Context: an optimization exercise on an open-source flow, tuned for small area and a short achievable clock period. The choices shown serve that exercise and are no tape-out recipe. Where RTL was checked, it was by simulation tests only, not by an equivalence proof against the original. Power figures rest on the tool's default switching activity, not on a simulated workload.

==> 06-26 <==
Design mult_top, start of the top module:
module mult_top(
    input clk,
    input  [15:0] x,
    input  [15:0] y,
    output reg [31:0] p_out
    );
==> module elm_log13, before the edit <==
module elm_log13(
    input  [12:0] a,
    output [3:0]  n,
    output [2:0]  f
    );
    wire [12:0] oh;
    genvar i;
    generate
        for (i = 0; i < 13; i = i + 1) begin : g_oh
            if (i == 12) begin : g_top
                assign oh[i] = a[i];
            end else begin : g_rest
                assign oh[i] = a[i] & ~|a[12:i+1];
            end
        end
    endgenerate
    assign n[0] = oh[1] | oh[3] | oh[5] | oh[7] | oh[9] | oh[11];
    assign n[1] = oh[2] | oh[3] | oh[6] | oh[7] | oh[10] | oh[11];
    assign n[2] = oh[4] | oh[5] | oh[6] | oh[7] | oh[12];
    assign n[3] = oh[8] | oh[9] | oh[10] | oh[11] | oh[12];
    assign f[2] = |(oh[12:1] & a[11:0]);
    assign f[1] = |(oh[12:2] & a[10:0]);
    assign f[0] = |(oh[12:3] & a[9:0]);
endmodule
==> module elm_stage1, before the edit <==
module elm_stage1(
    input  [15:0] x,
    input  [15:0] y,
    output [17:0] e,
    output        sf0,
    output [7:0]  l,
    output        ps,
    output        nz
    );
    wire x_one = x[13] ^ x[14];
    wire x_two = ~x_one & (x[15] ^ x[14]);
    wire x_neg = x[15] & (x_one | x_two);
    wire y_one = y[13] ^ y[14];
    wire y_two = ~y_one & (y[15] ^ y[14]);
    wire y_neg = y[15] & (y_one | y_two);
    wire [17:0] ys = {{2{y[15]}}, y};
    wire [17:0] xs = {{4{x[13]}}, x[13:0]};
    wire [17:0] pa = (x_one ? ys : x_two ? {ys[16:0], 1'b0} : 18'd0) ^ {18{x_neg}};
    wire [17:0] pb = (y_one ? xs : y_two ? {xs[16:0], 1'b0} : 18'd0) ^ {18{y_neg}};
    assign e = pa + pb + {17'd0, x_neg} + {17'd0, y_neg};
    assign sf0 = y_neg;
    wire [3:0] nx, ny;
    wire [2:0] fx, fy;
    elm_log13 lx(.a(x[12:0] ^ {13{x[13]}}), .n(nx), .f(fx));
    elm_log13 ly(.a(y[12:0] ^ {13{y[13]}}), .n(ny), .f(fy));
    assign l = {1'b0, nx, fx} + {1'b0, ny, fy};
    assign ps = x[13] ^ y[13];
    assign nz = (x[13] | (|x[7:0])) & (y[13] | (|y[7:0]));
endmodule
==> module elm_stage2, before the edit <==
module elm_stage2(
    input  [17:0] e,
    input         sf0,
    input  [7:0]  l,
    input         ps,
    input         nz,
    output [31:0] p
    );
    wire [28:0] sh = {25'd0, 1'b1, l[2:0]} << l[7:3];
    wire [25:0] a  = sh[28:3];
    wire [27:0] m  = nz ? ({2'b00, a} ^ {28{ps}}) : 28'd0;
    assign p = {e, 14'd0} + {{4{m[27]}}, m} - {31'd0, sf0};
endmodule
==> module mult_top, before the edit <==
module mult_top(
    input clk,
    input  [15:0] x,
    input  [15:0] y,
    output reg [31:0] p_out
    );
    wire [17:0] e;
    wire        sf0;
    wire [7:0]  l;
    wire        ps, nz;
    elm_stage1 s1(.x(x), .y(y), .e(e), .sf0(sf0), .l(l), .ps(ps), .nz(nz));
    reg [17:0] e_r;
    reg        sf0_r;
    reg [7:0]  l_r;
    reg        ps_r, nz_r;
    always @(posedge clk) begin
        e_r   <= e;
        sf0_r <= sf0;
        l_r   <= l;
        ps_r  <= ps;
        nz_r  <= nz;
    end
    wire [31:0] p;
    elm_stage2 s2(.e(e_r), .sf0(sf0_r), .l(l_r), .ps(ps_r), .nz(nz_r), .p(p));
    always @(posedge clk)
        p_out <= p;
endmodule
clock: 7.0 ns
lec_check: 0
abc_area: 1
cap_margin: 20
core_margin: 2
core_utilization: 40
slew_margin: 20
run.sh (not shown) runs the stock make flow with config.mk's settings and CLKGATE_MAP_FILE= SYNTH_SCRIPT=/design/flow/synth_recipe.tcl, a recipe that flattens the netlist after the stock synthesis.
==> inputs of 10-22, as changes to 06-26 <==
==> flow/design.v (replaced) <==
module elm_log13(
    input  [12:0] a,
    output [3:0]  n,
    output [2:0]  f
    );
    wire        z3 = ~|a[12:5];
    wire [12:0] a1 = z3 ? {a[4:0], 8'd0} : a;
    wire        z2 = ~|a1[12:9];
    wire [12:0] a2 = z2 ? {a1[8:0], 4'd0} : a1;
    wire        z1 = ~|a2[12:11];
    wire [12:0] a3 = z1 ? {a2[10:0], 2'd0} : a2;
    wire        z0 = ~a3[12];
    wire [11:0] a4 = z0 ? {a3[10:0], 1'b0} : a3[11:0];
    wire        az = ~a3[12] & ~a3[11];
    assign n = az ? 4'd0 : 4'd12 - {z3, z2, z1, z0};
    assign f = a4[11:9];
endmodule
module elm_stage1(
    input  [15:0] x,
    input  [15:0] y,
    output [8:0]  el,
    output        ec,
    output [8:0]  eh,
    output        sf0,
    output [3:0]  nx,
    output [2:0]  fx,
    output [3:0]  ny,
    output [2:0]  fy,
    output        s
    );
    wire x_one = x[13] ^ x[14];
    wire x_two = ~x_one & (x[15] ^ x[14]);
    wire x_neg = x[15] & ~(x[14] & x[13]);
    wire y_one = y[13] ^ y[14];
    wire y_two = ~y_one & (y[15] ^ y[14]);
    wire y_neg = y[15] & ~(y[14] & y[13]);
    wire [17:0] ys = {{2{y[15]}}, y};
    wire [17:0] xs = {{4{x[13]}}, x[13:0]};
    wire [17:0] pa = (({18{x_one}} & ys) | ({18{x_two}} & {ys[16:0], 1'b0})) ^ {18{x_neg}};
    wire [17:0] pb = (({18{y_one}} & xs) | ({18{y_two}} & {xs[16:0], 1'b0})) ^ {18{y_neg}};
    assign {ec, el} = {1'b0, pa[8:0]} + {1'b0, pb[8:0]} + {9'd0, x_neg};
    assign eh = pa[17:9] + pb[17:9];
    assign sf0 = y_neg;
    elm_log13 lx(.a(x[12:0] ^ {13{x[13]}}), .n(nx), .f(fx));
    elm_log13 ly(.a(y[12:0] ^ {13{y[13]}}), .n(ny), .f(fy));
    wire nz = (x[13] | (|x[7:0])) & (y[13] | (|y[7:0]));
    assign s = nz & (x[13] ^ y[13]);
endmodule
module elm_stage2(
    input  [8:0]  el,
    input         ec,
    input  [8:0]  eh,
    input         sf0,
    input  [7:0]  l,
    input         s,
    input         z,
    output [13:0] pl,
    output [8:0]  ql,
    output        qc,
    output [8:0]  qh
    );
    wire [4:0] k = l[7:3];
    wire [2:0] f = l[2:0];
    wire [3:0]  mm = z ? 4'd0 : ({1'b1, f} ^ {4{s}});
    wire [4:0]  x1 = k[0] ? {mm, s} : {s, mm};
    wire [6:0]  x2 = k[1] ? {x1, {2{s}}} : {{2{s}}, x1};
    wire [10:0] x3 = k[2] ? {x2, {4{s}}} : {{4{s}}, x2};
    wire [18:0] x4 = k[3] ? {x3, {8{s}}} : {{8{s}}, x3};
    wire [28:3] x5 = k[4] ? {x4[12:0], {13{s}}} : {{10{s}}, x4[18:3]};
    wire [27:0] m  = {s, s, x5};
    wire        lo = (k <= 5'd13) | ((k == 5'd14) & (|f))
                   | ((k == 5'd15) & (f[1] | f[0])) | ((k == 5'd16) & f[0]);
    wire        c14 = sf0 & ~z & (s | lo);
    assign pl = m[13:0] - {13'd0, sf0};
    assign {qc, ql} = {1'b0, el} + {1'b0, m[22:14]} + {9'd0, c14};
    assign qh = eh + {{4{m[27]}}, m[27:23]} + {8'd0, ec};
endmodule
module mult_top(
    input clk,
    input  [15:0] x,
    input  [15:0] y,
    output [31:0] p_out
    );
    wire [8:0]  el, eh;
    wire        ec, sf0, s;
    wire [3:0]  nx, ny;
    wire [2:0]  fx, fy;
    elm_stage1 s1(.x(x), .y(y), .el(el), .ec(ec), .eh(eh), .sf0(sf0),
                  .nx(nx), .fx(fx), .ny(ny), .fy(fy), .s(s));
    reg [8:0]  el_r, eh_r;
    reg        ec_r, sf0_r, s_r, z_r;
    reg [6:0]  lx_r, ly_r;
    always @(posedge clk) begin
        el_r  <= el;
        ec_r  <= ec;
        eh_r  <= eh;
        sf0_r <= sf0;
        s_r   <= s;
        z_r   <= ~((x[13] | (|x[7:0])) & (y[13] | (|y[7:0])));
        lx_r  <= {nx, fx};
        ly_r  <= {ny, fy};
    end
    wire [7:0]  l = {1'b0, lx_r} + {1'b0, ly_r};
    wire [13:0] pl;
    wire [8:0]  ql, qh;
    wire        qc;
    elm_stage2 s2(.el(el_r), .ec(ec_r), .eh(eh_r), .sf0(sf0_r), .l(l), .s(s_r), .z(z_r),
                  .pl(pl), .ql(ql), .qc(qc), .qh(qh));
    reg [13:0] pl_q;
    reg [8:0]  ql_q, qh_q;
    reg        qc_q;
    always @(posedge clk) begin
        pl_q <= pl;
        ql_q <= ql;
        qc_q <= qc;
        qh_q <= qh;
    end
    assign p_out = {qh_q + {8'd0, qc_q}, ql_q, pl_q};
endmodule
==> flow/flow/run.sh (new file) <==
#!/bin/bash
# Layout flow: the standard ORFS flow (standard.sh) with two changes:
#  - Yosys's full/half adder extraction is off (ADDER_MAP_FILE empty), so ABC
#    maps the adders itself;
#  - the port buffers are sky130_fd_sc_hd__buf_2 instead of the delay buffer
#    buffer_ports picks by default.
# make's full output goes to flow_make.log; each tool's log is under orfs/logs/.
set -euo pipefail
cd "$(dirname "$0")/.."
bash standard.sh ADDER_MAP_FILE= "BUFFER_PORTS_ARGS=-buffer_cell sky130_fd_sc_hd__buf_2"  finish > flow_make.log 2>&1
==> flow/standard.sh (new file) <==
#!/bin/bash
# synth_recipe.tcl (not shown) runs the flow's synth.tcl, then flattens the netlist and writes it again
# the make line also repeats each setting of config.mk as NAME=value (left out here)
make -C /OpenROAD-flow-scripts/flow DESIGN_CONFIG=/design/flow/config.mk WORK_HOME=/design/flow/orfs CLKGATE_MAP_FILE= SYNTH_SCRIPT=/design/flow/synth_recipe.tcl "${@:-finish}"
Settings changed: SETUP_SLACK_MARGIN set to 3.9.
removed: flow/run.sh
==> comparison table <==
Width of the die: 10-22 125 um; 06-26 139 um
Mean Syn Cell Area: 10-22 6.18 um^2; 06-26 6.35 um^2
Count of flip-flops and latches: 10-22 69; 06-26 61
Compound-Gate Fraction of Synth Area: 10-22 13.5%; 06-26 16.5%
Min cycle time layout: 10-22 3.22 ns; 06-26 5.37 ns
All-layer global routing usage: 10-22 18.3%; 06-26 19.0%
Met1 routed wirelength after detailed routing: 10-22 7190 um; 06-26 8410 um
Result of the run: 10-22 complete, no violations; 06-26 complete, no violations
#MultiIn Comb: 10-22 712; 06-26 845
Power density normalized to cell area: 10-22 351 mW/mm^2; 06-26 440 mW/mm^2
Crit path depth: 10-22 16; 06-26 20
Unrepaired setup endpoints after global routing: 10-22 true; 06-26 false
Smallest setup slack after layout: 10-22 3.78 ns; 06-26 1.63 ns
Hold path start: 10-22 ec_r$_DFF_P_; 06-26 sf0_r$_DFF_P_
Portion of total power attributed to the clock network: 10-22 15.9%; 06-26 11.9%
Arithmetic-cell share of the synthesized area counting full adders, half adders and majority gates: 10-22 0%; 06-26 15.7%
Number of optimization iterations in the first detailed-route pass: 10-22 6; 06-26 8
Cell area after synthesis: 10-22 0.00584 mm^2; 06-26 0.00724 mm^2
Chip height: 10-22 125 um; 06-26 139 um
Non-filler cells, final: 10-22 1260; 06-26 1432
Area occupied by registers: 10-22 0.00139 mm^2; 06-26 0.00122 mm^2
Share of total power in combinational logic: 10-22 62.0%; 06-26 71.7%
Data arrival, critical path: 10-22 3.44 ns; 06-26 5.59 ns
Via count of the first global-routing pass: 10-22 5213; 06-26 6662
Clock-net power: 10-22 446 uW; 06-26 440 uW
Number of fillers in the final layout: 10-22 1338; 06-26 1915
Worst clock skew on the final layout: 10-22 0.00706 ns; 06-26 0.00615 ns
The RTL of 06-26 was laid out without a check of its function.

## static timing again, ports no longer ideal
Ports are ideal in the flow. The routed layouts listed here were re-timed in OpenROAD. Step 1 sets driving cells, clkbuf_16 on the clock port and buf_2 on the other inputs (assumed; they add their load-dependent delay and slew). Step 2 times the ports against the registers' clock, not the clock port: input delays grow and output delays shrink by t, the midpoint of the rising clock arrivals with the driver on. a / b / c = no drivers / after step 1 / after step 2; a / b = the first two.
run | t (ns) | slack for setup (ns) | worst hold slack (ns) | pins driven straight from the clock port
06-26 | 0.369 | 1.629 / 1.645 / 1.276 | 0.537 / 0.537 / 0.537 | 1
10-22 | 0.370 | 3.779 / 3.695 / 3.325 | 0.468 / 0.468 / 0.468 | 1
After both steps every run listed still meets setup and hold. For 10-22, which loses most, drivers alone change the setup slack by -0.084 ns; drivers and shift together by -0.454 ns.
